Source: an optimization exercise on an open RTL-to-GDS flow (aim: small area). Production flows keep margins and buffers that such runs may drop.
Where RTL was checked, it was by simulation tests only, not by an equivalence proof against the original.
No driver is modelled on the clock port, so clocking that relies on it looks cheaper here than on a real chip.

==> inputs of yarrow <==
==> flow/design.v <==
`timescale 1ns / 1ps
module uart_axil_wrap #
(
    parameter ADDR_WIDTH = 32,     
    parameter DATA_WIDTH = 32      
)
(
    input wire clk,
    input wire rstn,
    input wire [ADDR_WIDTH-1:0] s_axil_awaddr,
    input wire s_axil_awvalid,
    output wire s_axil_awready,
    input wire [DATA_WIDTH-1:0] s_axil_wdata,
    input wire s_axil_wvalid,
    output wire s_axil_wready,
    output wire [1:0] s_axil_bresp,
    output wire s_axil_bvalid,
    input wire s_axil_bready,
    input wire [ADDR_WIDTH-1:0] s_axil_araddr,
    input wire s_axil_arvalid,
    output wire s_axil_arready,
    output wire [DATA_WIDTH-1:0] s_axil_rdata,
    output wire [1:0] s_axil_rresp,
    output wire s_axil_rvalid,
    input wire s_axil_rready,
    output wire [7:0] uart_tx_data,
    output wire uart_tx_start,
    input wire [7:0] uart_rx_data,
    input wire uart_rx_valid,
    input wire uart_tx_busy
);
reg wr_i1, wr_d0, wr_d1, wr_r0, wr_r1;
reg wr_is_tx, wr_is_baud;      
reg bresp_err;
reg [7:0] tx_data_reg;
reg [2:0] baud_sel;
wire aw_zero = ~|{s_axil_awaddr[ADDR_WIDTH-1:4], s_axil_awaddr[1:0]};
wire aw_tx   = aw_zero & ~s_axil_awaddr[3] & ~s_axil_awaddr[2];
wire aw_baud = aw_zero &  s_axil_awaddr[3] &  s_axil_awaddr[2];
wire wr_i0   = ~(wr_i1 | wr_d0 | wr_d1 | wr_r0 | wr_r1);
wire wr_go   = wr_d1 & s_axil_wvalid;
wire tx_load  = rstn & wr_go & wr_is_tx;
wire tx_hold  = rstn & ~(wr_go & wr_is_tx);
wire bd_load  = rstn & wr_go & wr_is_baud;
wire bd_hold  = rstn & ~(wr_go & wr_is_baud);
always @(posedge clk) begin
    wr_i1 <= rstn & (wr_i0 | (wr_i1 & ~s_axil_awvalid));
    wr_d0 <= rstn & wr_i1 & s_axil_awvalid;
    wr_d1 <= rstn & (wr_d0 | (wr_d1 & ~s_axil_wvalid));
    wr_r0 <= rstn & wr_go;
    wr_r1 <= rstn & (wr_r0 | wr_r1) & ~s_axil_bready;
    bresp_err <= rstn & (bresp_err | (wr_go & ~wr_is_tx & ~wr_is_baud));
    tx_data_reg <= ({8{tx_load}} & s_axil_wdata[7:0]) | ({8{tx_hold}} & tx_data_reg);
    baud_sel <= ({3{bd_load}} & s_axil_wdata[2:0]) | ({3{bd_hold}} & baud_sel);
    wr_is_tx <= (wr_i1 & aw_tx) | (~wr_i1 & wr_is_tx);
    wr_is_baud <= (wr_i1 & aw_baud) | (~wr_i1 & wr_is_baud);
end
assign s_axil_awready = wr_i1;
assign s_axil_wready  = wr_d1;
assign s_axil_bvalid  = wr_r1;
assign s_axil_bresp   = {bresp_err, 1'b0};
assign uart_tx_data   = tx_data_reg;
assign uart_tx_start  = wr_r0 & wr_is_tx;
reg rd_i1, rd_d, rd_r;
reg [1:0] rd_cls;              
reg [7:0] rdata_reg;
reg rresp_err;
wire ar_zero = ~|{s_axil_araddr[ADDR_WIDTH-1:4], s_axil_araddr[1:0]};
wire rd_i0   = ~(rd_i1 | rd_d | rd_r);
wire ld_rx   = rstn & rd_d & ~rd_cls[1] &  rd_cls[0];
wire ld_st   = rstn & rd_d &  rd_cls[1] & ~rd_cls[0];
wire ld_bd   = rstn & rd_d &  rd_cls[1] &  rd_cls[0];
wire rd_hold = rstn & ~rd_d;
always @(posedge clk) begin
    rd_cls <= {ar_zero & s_axil_araddr[3], ar_zero & s_axil_araddr[2]};
    rd_i1 <= rstn & (rd_i0 | (rd_i1 & ~s_axil_arvalid));
    rd_d  <= rstn & rd_i1 & s_axil_arvalid;
    rd_r  <= rstn & (rd_d | (rd_r & ~s_axil_rready));
    rdata_reg <= ({8{ld_rx}} & uart_rx_data)
               | ({8{ld_st}} & {6'b0, uart_rx_valid, uart_tx_busy})
               | ({8{ld_bd}} & {5'b0, baud_sel})
               | ({8{rd_hold}} & rdata_reg);
    rresp_err <= (rstn & rd_d & ~rd_cls[1] & ~rd_cls[0]) | (rd_hold & rresp_err);
end
assign s_axil_arready = rd_i1;
assign s_axil_rvalid  = rd_r;
assign s_axil_rdata   = {{(DATA_WIDTH-8){1'b0}}, rdata_reg};
assign s_axil_rresp   = {rresp_err, 1'b0};
endmodule
==> flow/flow/run.sh <==
#!/bin/bash
# The standard ORFS layout (standard.sh) with these changes:
#  - synthesis maps logic with an area-oriented ABC script (flow/synth.tcl);
#  - ports are buffered with buf_1 instead of the default buffer;
#  - one shared tie cell drives the constant outputs;
#  - CTS builds one cluster level without dummy loads.
set -e
here=$(pwd)
export MY_ABC_SCRIPT=$here/flow/abc.script
bash standard.sh \
  SYNTH_SCRIPT=$here/flow/synth.tcl \
  "BUFFER_PORTS_ARGS=-buffer_cell sky130_fd_sc_hd__buf_1" \
  SKIP_REPAIR_TIE_FANOUT=1 \
  "CTS_ARGS=${CTS_ARGS_OVERRIDE:--sink_clustering_enable -sink_clustering_size 50 -sink_clustering_max_diameter 300 -repair_clock_nets -dont_use_dummy_load}" \
  finish > standard.log 2>&1
==> flow/flow/abc.script <==
strash
dc2
&get -n
&dch -f
&nf -R 1000
&put
topo
==> flow/flow/synth.tcl <==
# The standard flow's synthesis script (synth_recipe.tcl) with one change: ABC maps the
# combinational logic with an area-oriented script (abc.script beside this).
proc synth {args} { yosys synth -nofsm -noshare {*}$args }
proc abc {args} {
  set i [lsearch -exact $args -script]
  if { $i >= 0 } { lset args [expr {$i + 1}] $::env(MY_ABC_SCRIPT) }
  yosys abc {*}$args
}
source $::env(SCRIPTS_DIR)/synth.tcl
# left out here: clear keep_hierarchy, flatten, clean up, hide names made inside functions, write 1_2_yosys.v
==> flow/standard.sh <==
#!/bin/bash
# synth_recipe.tcl (not shown) runs the flow's synth.tcl, then flattens the netlist and writes it again
# the make line also repeats each setting of config.mk as NAME=value (left out here)
make -C /OpenROAD-flow-scripts/flow DESIGN_CONFIG=/design/flow/config.mk WORK_HOME=/design/flow/orfs CLKGATE_MAP_FILE= SYNTH_SCRIPT=/design/flow/synth_recipe.tcl "${@:-finish}"
==> flow/config.mk <==
export PLATFORM = sky130hd
export DESIGN_NAME = uart_axil_wrap
export DESIGN_NICKNAME = uart_axil_wrap
export VERILOG_FILES = /design/flow/design.v
export SDC_FILE = /design/flow/constraint.sdc
export NUM_CORES = 4
export LEC_CHECK = 0
export CAP_MARGIN = 20
export CORE_MARGIN = 2
export CORE_UTILIZATION = 40
export SLEW_MARGIN = 20
==> flow/constraint.sdc <==
create_clock -name core_clock -period 4.0 [get_ports {clk}]
set_input_delay 0.8000 -clock core_clock [delete_from_list [all_inputs] [get_ports {clk}]]
set_output_delay 0.8000 -clock core_clock [all_outputs]
set_load 0.01 [all_outputs]
==> willow: changes against yarrow <==
==> flow/design.v (replaced) <==
`timescale 1ns / 1ps
module uart_axil_wrap #
(
    parameter ADDR_WIDTH = 32,     
    parameter DATA_WIDTH = 32      
)
(
    input wire clk,
    input wire rstn,
    input wire [ADDR_WIDTH-1:0] s_axil_awaddr,
    input wire s_axil_awvalid,
    output wire s_axil_awready,
    input wire [DATA_WIDTH-1:0] s_axil_wdata,
    input wire s_axil_wvalid,
    output wire s_axil_wready,
    output wire [1:0] s_axil_bresp,
    output wire s_axil_bvalid,
    input wire s_axil_bready,
    input wire [ADDR_WIDTH-1:0] s_axil_araddr,
    input wire s_axil_arvalid,
    output wire s_axil_arready,
    output wire [DATA_WIDTH-1:0] s_axil_rdata,
    output wire [1:0] s_axil_rresp,
    output wire s_axil_rvalid,
    input wire s_axil_rready,
    output wire [7:0] uart_tx_data,
    output wire uart_tx_start,
    input wire [7:0] uart_rx_data,
    input wire uart_rx_valid,
    input wire uart_tx_busy
);
reg [1:0] wp, wc;
reg bresp_err;
reg [7:0] tx_data_reg;
reg [2:0] baud_sel;
wire aw_zero = ~|{s_axil_awaddr[ADDR_WIDTH-1:4], s_axil_awaddr[1:0]};
wire aw_tx   = aw_zero & ~s_axil_awaddr[3] & ~s_axil_awaddr[2];
wire aw_baud = aw_zero &  s_axil_awaddr[3] &  s_axil_awaddr[2];
wire w_idle = ~wp[1] & ~wp[0];
wire w_i1   = w_idle & (wc[1] | wc[0]);
wire w_d1   = wp[1] & ~wp[0];
wire w_r    = wp[1] & wp[0];
wire w_go   = w_d1 & s_axil_wvalid;
wire tx_load = rstn & w_go & ~wc[1] &  wc[0];
wire tx_hold = rstn & ~(w_go & ~wc[1] & wc[0]);
wire bd_load = rstn & w_go &  wc[1] & ~wc[0];
wire bd_hold = rstn & ~(w_go & wc[1] & ~wc[0]);
always @(posedge clk) begin
    wp[0] <= rstn & ((w_i1 & s_axil_awvalid) | w_go | (w_r & ~s_axil_bready));
    wp[1] <= rstn & (wp[1] | wp[0]) & ~(w_r & s_axil_bready);
    wc    <= {2{rstn}} & (w_idle ? {~aw_tx, ~aw_baud} : (wc & {2{~w_r}}));
    bresp_err <= rstn & (bresp_err | (w_go & wc[1] & wc[0]));
    tx_data_reg <= ({8{tx_load}} & s_axil_wdata[7:0]) | ({8{tx_hold}} & tx_data_reg);
    baud_sel <= ({3{bd_load}} & s_axil_wdata[2:0]) | ({3{bd_hold}} & baud_sel);
end
assign s_axil_awready = w_i1;
assign s_axil_wready  = w_d1;
assign s_axil_bvalid  = w_r & ~wc[1] & ~wc[0];
assign s_axil_bresp   = {bresp_err, 1'b0};
assign uart_tx_data   = tx_data_reg;
assign uart_tx_start  = w_r & ~wc[1] & wc[0];
reg [2:0] rs;
reg [7:0] rdata_reg;
reg rresp_err;
wire ar_zero = ~|{s_axil_araddr[ADDR_WIDTH-1:4], s_axil_araddr[1:0]};
wire r_i1    = ~rs[2] & rs[0];
wire r_hs    = r_i1 & s_axil_arvalid;
wire ld_rx   = rstn & rs[2] & ~rs[1] &  rs[0];
wire ld_st   = rstn & rs[2] &  rs[1] & ~rs[0];
wire ld_bd   = rstn & rs[2] &  rs[1] &  rs[0];
wire rd_hold = rstn & ~rs[2];
always @(posedge clk) begin
    rs[2] <= rstn & r_hs;
    rs[1] <= rstn & (rs[2] | (rs[1] & ~s_axil_rready) | (r_hs & ar_zero & s_axil_araddr[3]));
    rs[0] <= rstn & ~rs[2] & ~rs[1] & (~rs[0] | ~s_axil_arvalid | (ar_zero & s_axil_araddr[2]));
    rdata_reg <= ({8{ld_rx}} & uart_rx_data)
               | ({8{ld_st}} & {6'b0, uart_rx_valid, uart_tx_busy})
               | ({8{ld_bd}} & {5'b0, baud_sel})
               | ({8{rd_hold}} & rdata_reg);
    rresp_err <= (rstn & rs[2] & ~rs[1] & ~rs[0]) | (rd_hold & rresp_err);
end
assign s_axil_arready = r_i1;
assign s_axil_rvalid  = ~rs[2] & rs[1];
assign s_axil_rdata   = {{(DATA_WIDTH-8){1'b0}}, rdata_reg};
assign s_axil_rresp   = {rresp_err, 1'b0};
endmodule
==> flow/flow/run.sh (replaced) <==
#!/bin/bash
# The standard ORFS layout (standard.sh) with these changes:
#  - synthesis maps logic with an area-oriented ABC script (flow/synth.tcl,
#    flow/abc.script);
#  - ports are buffered with buf_1 instead of the default buffer;
#  - one shared tie cell drives the constant outputs;
#  - the clock tree is one level of buffers placed by flow/cts_hook.tcl.
# All tool output goes to standard.log (and ORFS's own logs under orfs/).
set -e
here=$(pwd)
export MY_ABC_SCRIPT=$here/flow/abc.script
export CLK_GROUPS=${CLK_GROUPS:-1}
export CLK_BUF=${CLK_BUF:-sky130_fd_sc_hd__clkbuf_8}
bash standard.sh \
  SYNTH_SCRIPT=$here/flow/synth.tcl \
  "BUFFER_PORTS_ARGS=-buffer_cell sky130_fd_sc_hd__buf_1" \
  SKIP_REPAIR_TIE_FANOUT=1 \
  PRE_CTS_TCL=$here/flow/cts_hook.tcl \
  finish > standard.log 2>&1
==> flow/flow/cts_hook.tcl (new file) <==
# Sourced by ORFS's cts.tcl before clock tree synthesis (PRE_CTS_TCL).
# Replaces the H-tree with one level of clock buffers: the sinks are split
# into CLK_GROUPS groups by k-means on their placement and each group gets
# one CLK_BUF buffer at its centroid, driven straight from the clock port.

proc cluster_clock { netname k cell } {
  set block [ord::get_db_block]
  set net [$block findNet $netname]
  set dbu [$block getDbUnitsPerMicron]
  set pts {}
  foreach it [$net getITerms] {
    set bb [[$it getInst] getBBox]
    lappend pts [list [expr { ([$bb xMin] + [$bb xMax]) / 2.0 / $dbu }] \
      [expr { ([$bb yMin] + [$bb yMax]) / 2.0 / $dbu }] [$it getName]]
  }
  set srt [lsort -real -index 0 $pts]
  set n [llength $pts]
  set cs {}
  for { set i 0 } { $i < $k } { incr i } {
    set p [lindex $srt [expr { int(($i + 0.5) * $n / $k) }]]
    lappend cs [lrange $p 0 1]
  }
  for { set iter 0 } { $iter < 50 } { incr iter } {
    set groups [lrepeat $k {}]
    foreach p $pts {
      set best 0
      set bd 1e30
      for { set i 0 } { $i < $k } { incr i } {
        set c [lindex $cs $i]
        set d [expr { abs([lindex $p 0] - [lindex $c 0]) + abs([lindex $p 1] - [lindex $c 1]) }]
        if { $d < $bd } {
          set bd $d
          set best $i
        }
      }
      lset groups $best [concat [lindex $groups $best] [list $p]]
    }
    set cs {}
    foreach g $groups {
      set sx 0
      set sy 0
      foreach p $g {
        set sx [expr { $sx + [lindex $p 0] }]
        set sy [expr { $sy + [lindex $p 1] }]
      }
      set m [expr { max(1, [llength $g]) }]
      lappend cs [list [expr { $sx / $m }] [expr { $sy / $m }]]
    }
  }
  for { set i 0 } { $i < $k } { incr i } {
    set g [lindex $groups $i]
    if { [llength $g] == 0 } { continue }
    set pins {}
    foreach p $g { lappend pins [get_pins [lindex $p 2]] }
    puts "clock group $i: [llength $g] sinks at [lindex $cs $i]"
    insert_buffer -buffer_cell $cell -net $netname -load_pins $pins \
      -location [lindex $cs $i] -buffer_name clkbuf_leaf_$i -net_name clknet_leaf_$i
  }
}

proc clock_tree_synthesis { args } {
  cluster_clock clk $::env(CLK_GROUPS) $::env(CLK_BUF)
  set_propagated_clock [all_clocks]
}
CORE_UTILIZATION = 75   (was 40)
PLACE_DENSITY = 0.85   (was not set)
==> notes <==
yarrow finished clean. willow did not get past I/O pin placement (3_2_place_iop) on PPL-0024. Synthesized cell count: yarrow is smaller than willow (about 2%). Between yarrow and willow, the lower area after synthesis is in willow (gap 4.8%, measured against willow).
==> figures <==
item                                                                     yarrow                             willow
Status                                                           finished clean                     did not finish
Last stage reached                                                            -  I/O pin placement (3_2_place_iop)
Share of the synthesized area in compound gates (AO/OA/AOI/OAI)          16.40%                             18.95%
Top cell type's share of synthesized area                                44.21%                             41.83%
Post-Synthesis Cells                                                        145                                148
Synthesized netlist net count                                               258                                261
Sequential element share of the synthesized area                         48.48%                             41.83%
Mux share of post-synthesis cell area                                        0%                                 0%
Simple logic cell fraction of the synthesized area                       18.81%                             22.41%
Width of the chip                                                      63.24 um                           46.27 um
Cell area after synthesis                                            1404 sq um                         1340 sq um
Rows                                                                         21                                 15
Height of the die                                                      63.24 um                           46.27 um
Flop and latch count out of synthesis                                        33                                 28
Avg Synthesized Cell Area                                           9.682 sq um                        9.054 sq um
Number of enable-type register cells in the synthesized netlist               2                                  0
Starting utilization of the core area                                    41.74%                             78.46%
Function not checked in yarrow: the RTL went through the layout flow alone.

[what the ideal ports hide]
The flow's constraints put no driver on any port. The routed layout listed below was extracted and timed again, unchanged, in two steps. Step 1, drivers: a clkbuf_16 drives clk and a buf_2 each remaining input, both assumed. Step 2 times the ports against the registers' clock, not the clock port: input delays grow and output delays shrink by t, the midpoint of the rising clock arrivals with the driver on. Slacks: ideal ports / drivers / drivers and shift; pairs: ideal ports / drivers.
run: yarrow
t (ns): 0.337
setup slack, ns: 1.967 / 1.961 / 1.624
worst setup path at the end: input to register
clock arrival spread, ns: 0.023 / 0.024
After both steps yarrow still meets setup and hold. The setup slack of yarrow moves by -0.006 ns with the drivers and by -0.343 ns with both steps.
